Background: an optimization exercise with open tools, aiming at small area. Do not read the settings as production practice.
Only simulation tests tie the RTL to the original design; equivalence was not proved.

==> tundra: inputs <==
==> flow/design.v <==
module tmds_encoder (
    input clk,
    input rst,
    input [7:0] data_in,
    input c0,
    input c1,
    input de,
    output bit0,
    output reg [9:0] data_out
  );
  reg [7:0] din;
  reg xf;                     
  reg [7:0] q;                
  reg [3:0] cnt;              
  reg xf_d;
  reg [7:0] q_d;
  reg s1, k1, s2, k2, k3;
  reg a0, a1, b0, b1, h0, h1, e1, f1, f2, g2;
  reg [3:0] n;                
  reg lt4, eq4;
  reg inv;
  reg [3:0] delta;
  reg [3:0] cnt_d;
  reg en;
  integer i;
  assign bit0 = q[0];
  always @* begin
    {k1, s1} = {din[1] & din[2] | din[1] & din[3] | din[2] & din[3], din[1] ^ din[2] ^ din[3]};
    {k2, s2} = {din[4] & din[5] | din[4] & din[6] | din[5] & din[6], din[4] ^ din[5] ^ din[6]};
    k3 = s1 & s2 | s1 & din[7] | s2 & din[7];
    xf_d = k1 & k2 | k1 & k3 | k2 & k3;
    q_d[0] = din[0];
    for (i = 1; i < 8; i = i + 1)
      q_d[i] = q_d[i-1] ^ din[i];
    q_d[1] = q_d[1] ^ xf_d;
    q_d[3] = q_d[3] ^ xf_d;
    q_d[5] = q_d[5] ^ xf_d;
    q_d[7] = q_d[7] ^ xf_d;
    {a1, a0} = {q[0] & q[1] | q[0] & q[2] | q[1] & q[2], q[0] ^ q[1] ^ q[2]};
    {b1, b0} = {q[3] & q[4] | q[3] & q[5] | q[4] & q[5], q[3] ^ q[4] ^ q[5]};
    {h1, h0} = {q[6] & q[7], q[6] ^ q[7]};
    {e1, n[0]} = {a0 & b0 | a0 & h0 | b0 & h0, a0 ^ b0 ^ h0};
    {f2, f1} = {a1 & b1 | a1 & h1 | b1 & h1, a1 ^ b1 ^ h1};
    {g2, n[1]} = {f1 & e1, f1 ^ e1};
    n[2] = f2 ^ g2;
    n[3] = f2 & g2;
    lt4 = ~n[3] & ~n[2];
    eq4 = n[2] & ~n[1] & ~n[0];
    if (cnt == 4'd0 || eq4)
      inv = xf;
    else
      inv = cnt[3] == lt4;
    if (inv)
      delta = 4'd5 - n - {3'd0, xf};
    else
      delta = n - 4'd4 - {3'd0, xf};
    cnt_d = cnt + delta;
    en = de & ~rst;
  end
  always @(posedge clk) begin
    din <= data_in;
    xf <= xf_d;
    q <= q_d;
    cnt <= en ? cnt_d : 4'd0;
    if (rst)
      data_out <= 10'd0;
    else if (de)
      data_out <= {inv, ~xf, q ^ {8{inv}}};
    else
      data_out <= {~(c1 ^ c0), ~c0, 8'h54 ^ {8{c0}}};
  end
endmodule
module hdmi_tx_core (
    input clk,
    input rst,
    input [7:0] red,
    input [7:0] green,
    input [7:0] blue,
    output reg active,
    output reg [10:0] x,
    output reg [9:0] y,
    output [9:0] tmds_red,
    output [9:0] tmds_green,
    output [9:0] tmds_blue
  );
  reg hsync, vsync;
  reg x_end, y_end;
  reg de1, de2;
  wire c0, c1;
  always @* begin
    x_end = x[10] & x[9] & x[7] & x[1];                           
    y_end = y[9] & y[7] & y[6] & y[5] & y[3] & y[2] & y[0];       
    active = ~(x[10] & (x[9] | x[8])) &
             ~(y[9] & (y[8] | (y[7] & y[6] & (y[5] | y[4]))));
    hsync = x[10] & ~x[9] & x[8] & ~x[7] & ~x[6] & ~x[5] &
            (x[4] ? ~(x[3] | x[2]) : (x[3] & (x[2] | x[1])));
    vsync = y[9] & y[7] & y[6] & ~y[5] & y[4] & y[3] & ~y[2] & y[1];
  end
  always @(posedge clk) begin
    if (rst | x_end)
      x <= 11'd0;
    else
      x <= x + 11'd1;
    if (rst | (x_end & y_end))
      y <= 10'd0;
    else
      y <= y + {9'd0, x_end};
  end
  always @(posedge clk) begin
    de1 <= active;
    de2 <= de1;
  end
  tmds_encoder enc_blue (
    .clk(clk), .rst(rst), .data_in({blue[7:1], active ? blue[0] : hsync}),
    .c0(c0), .c1(c1), .de(de2), .bit0(c0), .data_out(tmds_blue));
  tmds_encoder enc_green (
    .clk(clk), .rst(rst), .data_in({green[7:1], active ? green[0] : vsync}),
    .c0(c0), .c1(c1), .de(de2), .bit0(c1), .data_out(tmds_green));
  tmds_encoder enc_red (
    .clk(clk), .rst(rst), .data_in(red),
    .c0(c0), .c1(c1), .de(de2), .bit0(), .data_out(tmds_red));
endmodule
==> flow/flow/run.sh <==
#!/bin/bash
# The standard layout, with the smallest buffer on each port and a clock tree
# of clkbuf_8 leaves without dummy balancing loads.
set -euo pipefail
bash standard.sh \
  BUFFER_PORTS_ARGS="-buffer_cell sky130_fd_sc_hd__buf_1" \
  CTS_ARGS="-sink_clustering_enable -repair_clock_nets -buf_list sky130_fd_sc_hd__clkbuf_8 -dont_use_dummy_load -sink_clustering_size 30 -sink_clustering_max_diameter 100" \
  finish > standard.log 2>&1
==> flow/standard.sh <==
#!/bin/bash
# synth_recipe.tcl (not shown) runs the flow's synth.tcl, then flattens the netlist and writes it again
# the make line also repeats each setting of config.mk as NAME=value (left out here)
make -C /OpenROAD-flow-scripts/flow DESIGN_CONFIG=/design/flow/config.mk WORK_HOME=/design/flow/orfs CLKGATE_MAP_FILE= SYNTH_SCRIPT=/design/flow/synth_recipe.tcl "${@:-finish}"
==> flow/config.mk <==
export PLATFORM = sky130hd
export DESIGN_NAME = hdmi_tx_core
export DESIGN_NICKNAME = hdmi_tx_core
export VERILOG_FILES = /design/flow/design.v
export SDC_FILE = /design/flow/constraint.sdc
export NUM_CORES = 4
export LEC_CHECK = 0
export CAP_MARGIN = 20
export CORE_MARGIN = 2
export CORE_UTILIZATION = 40
export SLEW_MARGIN = 20
==> flow/constraint.sdc <==
create_clock -name core_clock -period 5.0 [get_ports {clk}]
set_input_delay 1.0000 -clock core_clock [delete_from_list [all_inputs] [get_ports {clk}]]
set_output_delay 1.0000 -clock core_clock [all_outputs]
set_load 0.01 [all_outputs]
==> onyx: changes against tundra <==
==> flow/design.v, changed modules only <==
module tmds_encoder (
    input clk,
    input rst,
    input [7:0] data_in,
    input c0,
    input c1,
    input de,
    output bit0,
    output reg [9:0] data_out
  );
  reg [7:0] din;
  reg xf;                     
  reg [7:0] q;                
  reg [3:0] cnt;              
  reg xf_d;
  reg [7:0] q_d;
  reg [3:0] n;                
  reg inv;
  reg [3:0] cnt_d;
  integer i;
  assign bit0 = q[0];
  always @* begin
    xf_d = (din[1] + din[2] + din[3] + din[4] + din[5] + din[6] + din[7]) > 3'd3;
    q_d[0] = din[0];
    for (i = 1; i < 8; i = i + 1)
      q_d[i] = q_d[i-1] ^ din[i] ^ xf_d;
    n = q[0] + q[1] + q[2] + q[3] + q[4] + q[5] + q[6] + q[7];
    if (cnt == 4'd0 || n == 4'd4)
      inv = xf;
    else
      inv = cnt[3] == (n < 4'd4);
    if (inv)
      cnt_d = cnt + 4'd4 - n + {3'd0, ~xf};
    else
      cnt_d = cnt + n - 4'd5 + {3'd0, ~xf};
  end
  always @(posedge clk) begin
    din <= data_in;
    xf <= xf_d;
    q <= q_d;
    if (rst) begin
      data_out <= 10'd0;
      cnt <= 4'd0;
    end else if (de) begin
      data_out <= {inv, ~xf, q ^ {8{inv}}};
      cnt <= cnt_d;
    end else begin
      data_out <= {~(c1 ^ c0), ~c0, 8'h54 ^ {8{c0}}};
      cnt <= 4'd0;
    end
  end
endmodule
module hdmi_tx_core (
    input clk,
    input rst,
    input [7:0] red,
    input [7:0] green,
    input [7:0] blue,
    output reg active,
    output reg [10:0] x,
    output reg [9:0] y,
    output [9:0] tmds_red,
    output [9:0] tmds_green,
    output [9:0] tmds_blue
  );
  reg hsync, vsync;
  reg de1, de2;
  wire c0, c1;
  always @* begin
    active = (x < 11'd1280) && (y < 10'd720);
    hsync = (x >= 11'd1290) && (x < 11'd1300);
    vsync = (y >= 10'd730) && (y < 10'd732);
  end
  always @(posedge clk) begin
    if (rst) begin
      x <= 11'd0;
      y <= 10'd0;
    end else begin
      x <= (x == 11'd1666) ? 11'd0 : x + 11'd1;
      if (x == 11'd1666)
        y <= (y == 10'd749) ? 10'd0 : y + 10'd1;
    end
  end
  always @(posedge clk) begin
    de1 <= active;
    de2 <= de1;
  end
  tmds_encoder enc_blue (
    .clk(clk), .rst(rst), .data_in({blue[7:1], active ? blue[0] : hsync}),
    .c0(c0), .c1(c1), .de(de2), .bit0(c0), .data_out(tmds_blue));
  tmds_encoder enc_green (
    .clk(clk), .rst(rst), .data_in({green[7:1], active ? green[0] : vsync}),
    .c0(c0), .c1(c1), .de(de2), .bit0(c1), .data_out(tmds_green));
  tmds_encoder enc_red (
    .clk(clk), .rst(rst), .data_in(red),
    .c0(c0), .c1(c1), .de(de2), .bit0(), .data_out(tmds_red));
endmodule
==> flow/run.sh (new file) <==
#!/bin/bash
# synth_recipe.tcl (not shown) runs the flow's synth.tcl, then flattens the netlist and writes it again
# the make line also repeats each setting of config.mk as NAME=value (left out here)
make -C /OpenROAD-flow-scripts/flow DESIGN_CONFIG=/design/flow/config.mk WORK_HOME=/design/flow/orfs CLKGATE_MAP_FILE= SYNTH_SCRIPT=/design/flow/synth_recipe.tcl finish
removed: flow/flow/run.sh
removed: flow/standard.sh
==> fjord: changes against tundra <==
==> flow/design.v, changed modules only <==
module tmds_encoder (
    input clk,
    input rst,
    input [7:0] data_in,
    input c0,
    input c1,
    input de,
    output reg [9:0] data_out
  );
  reg [7:0] din1, din2;
  reg [3:0] cnt;              
  reg xf;                     
  reg [7:0] q;
  reg [3:0] n;                
  reg inv;
  reg [3:0] cnt_d;
  integer i;
  always @* begin
    xf = (din2[1] + din2[2] + din2[3] + din2[4] + din2[5] + din2[6] + din2[7]) > 3'd3;
    q[0] = din2[0];
    for (i = 1; i < 8; i = i + 1)
      q[i] = q[i-1] ^ din2[i] ^ xf;
    n = q[0] + q[1] + q[2] + q[3] + q[4] + q[5] + q[6] + q[7];
    if (cnt == 4'd0 || n == 4'd4)
      inv = xf;
    else
      inv = cnt[3] == (n < 4'd4);
    if (inv)
      cnt_d = cnt + 4'd4 - n + {3'd0, ~xf};
    else
      cnt_d = cnt + n - 4'd5 + {3'd0, ~xf};
  end
  always @(posedge clk) begin
    din1 <= data_in;
    din2 <= din1;
    if (rst) begin
      data_out <= 10'd0;
      cnt <= 4'd0;
    end else if (de) begin
      data_out <= {inv, ~xf, q ^ {8{inv}}};
      cnt <= cnt_d;
    end else begin
      data_out <= {~(c1 ^ c0), ~c0, 8'h54 ^ {8{c0}}};
      cnt <= 4'd0;
    end
  end
endmodule
module hdmi_tx_core (
    input clk,
    input rst,
    input [7:0] red,
    input [7:0] green,
    input [7:0] blue,
    output reg active,
    output reg [10:0] x,
    output reg [9:0] y,
    output [9:0] tmds_red,
    output [9:0] tmds_green,
    output [9:0] tmds_blue
  );
  reg hsync, vsync;
  reg de1, de2, c01, c02, c11, c12;
  always @* begin
    active = (x < 11'd1280) && (y < 10'd720);
    hsync = (x >= 11'd1290) && (x < 11'd1300);
    vsync = (y >= 10'd730) && (y < 10'd732);
  end
  always @(posedge clk) begin
    if (rst) begin
      x <= 11'd0;
      y <= 10'd0;
    end else begin
      x <= (x == 11'd1666) ? 11'd0 : x + 11'd1;
      if (x == 11'd1666)
        y <= (y == 10'd749) ? 10'd0 : y + 10'd1;
    end
  end
  always @(posedge clk) begin
    de1 <= active;
    c01 <= hsync;
    c11 <= vsync;
    de2 <= de1;
    c02 <= c01;
    c12 <= c11;
  end
  tmds_encoder enc_blue (
    .clk(clk), .rst(rst), .data_in(blue),
    .c0(c02), .c1(c12), .de(de2), .data_out(tmds_blue));
  tmds_encoder enc_green (
    .clk(clk), .rst(rst), .data_in(green),
    .c0(c02), .c1(c12), .de(de2), .data_out(tmds_green));
  tmds_encoder enc_red (
    .clk(clk), .rst(rst), .data_in(red),
    .c0(c02), .c1(c12), .de(de2), .data_out(tmds_red));
endmodule
==> flow/run.sh (new file) <==
#!/bin/bash
# synth_recipe.tcl (not shown) runs the flow's synth.tcl, then flattens the netlist and writes it again
# the make line also repeats each setting of config.mk as NAME=value (left out here)
make -C /OpenROAD-flow-scripts/flow DESIGN_CONFIG=/design/flow/config.mk WORK_HOME=/design/flow/orfs CLKGATE_MAP_FILE= SYNTH_SCRIPT=/design/flow/synth_recipe.tcl finish
removed: flow/flow/run.sh
removed: flow/standard.sh
==> summary of the runs <==
onyx ran to the end with no violations. fjord ran to the end with violations: negative setup slack. tundra ran to the end with no violations. Between onyx and tundra, the lower clock-buffer cell count is in tundra (gap 1). Against fjord, the synthesized cell count of tundra is smaller by 5.5%. In fjord the clock skew is lower than in tundra, by 10 ps. The lowest first-iteration DRC count belongs to fjord, the highest to onyx.

[afterwards: timing with drivers on the ports]
In the flow no input, the clock included, has a driving cell. The finished layouts below were timed again as built, in two steps.
Step 1, drivers: a clkbuf_16 drives clk and a buf_2 each remaining input, both assumed.
Step 2 adds t to the input delays and takes it off the output delays; t is the mean of the earliest and latest rising clock arrival at the registers after step 1. Input paths then give back, and output paths get back, about the clock's delay inside the block.
a / b / c = ideal / step 1 / step 2; a / b = the first two.
run	shift t [ns]	setup WS [ns]	worst register clock-pin slew, ns
tundra	0.457	0.480 / 0.480 / 0.480	0.07 / 0.07
onyx	0.454	0.599 / 0.599 / 0.599	0.05 / 0.05
fjord	0.453	-1.109 / -1.109 / -1.109	0.06 / 0.06
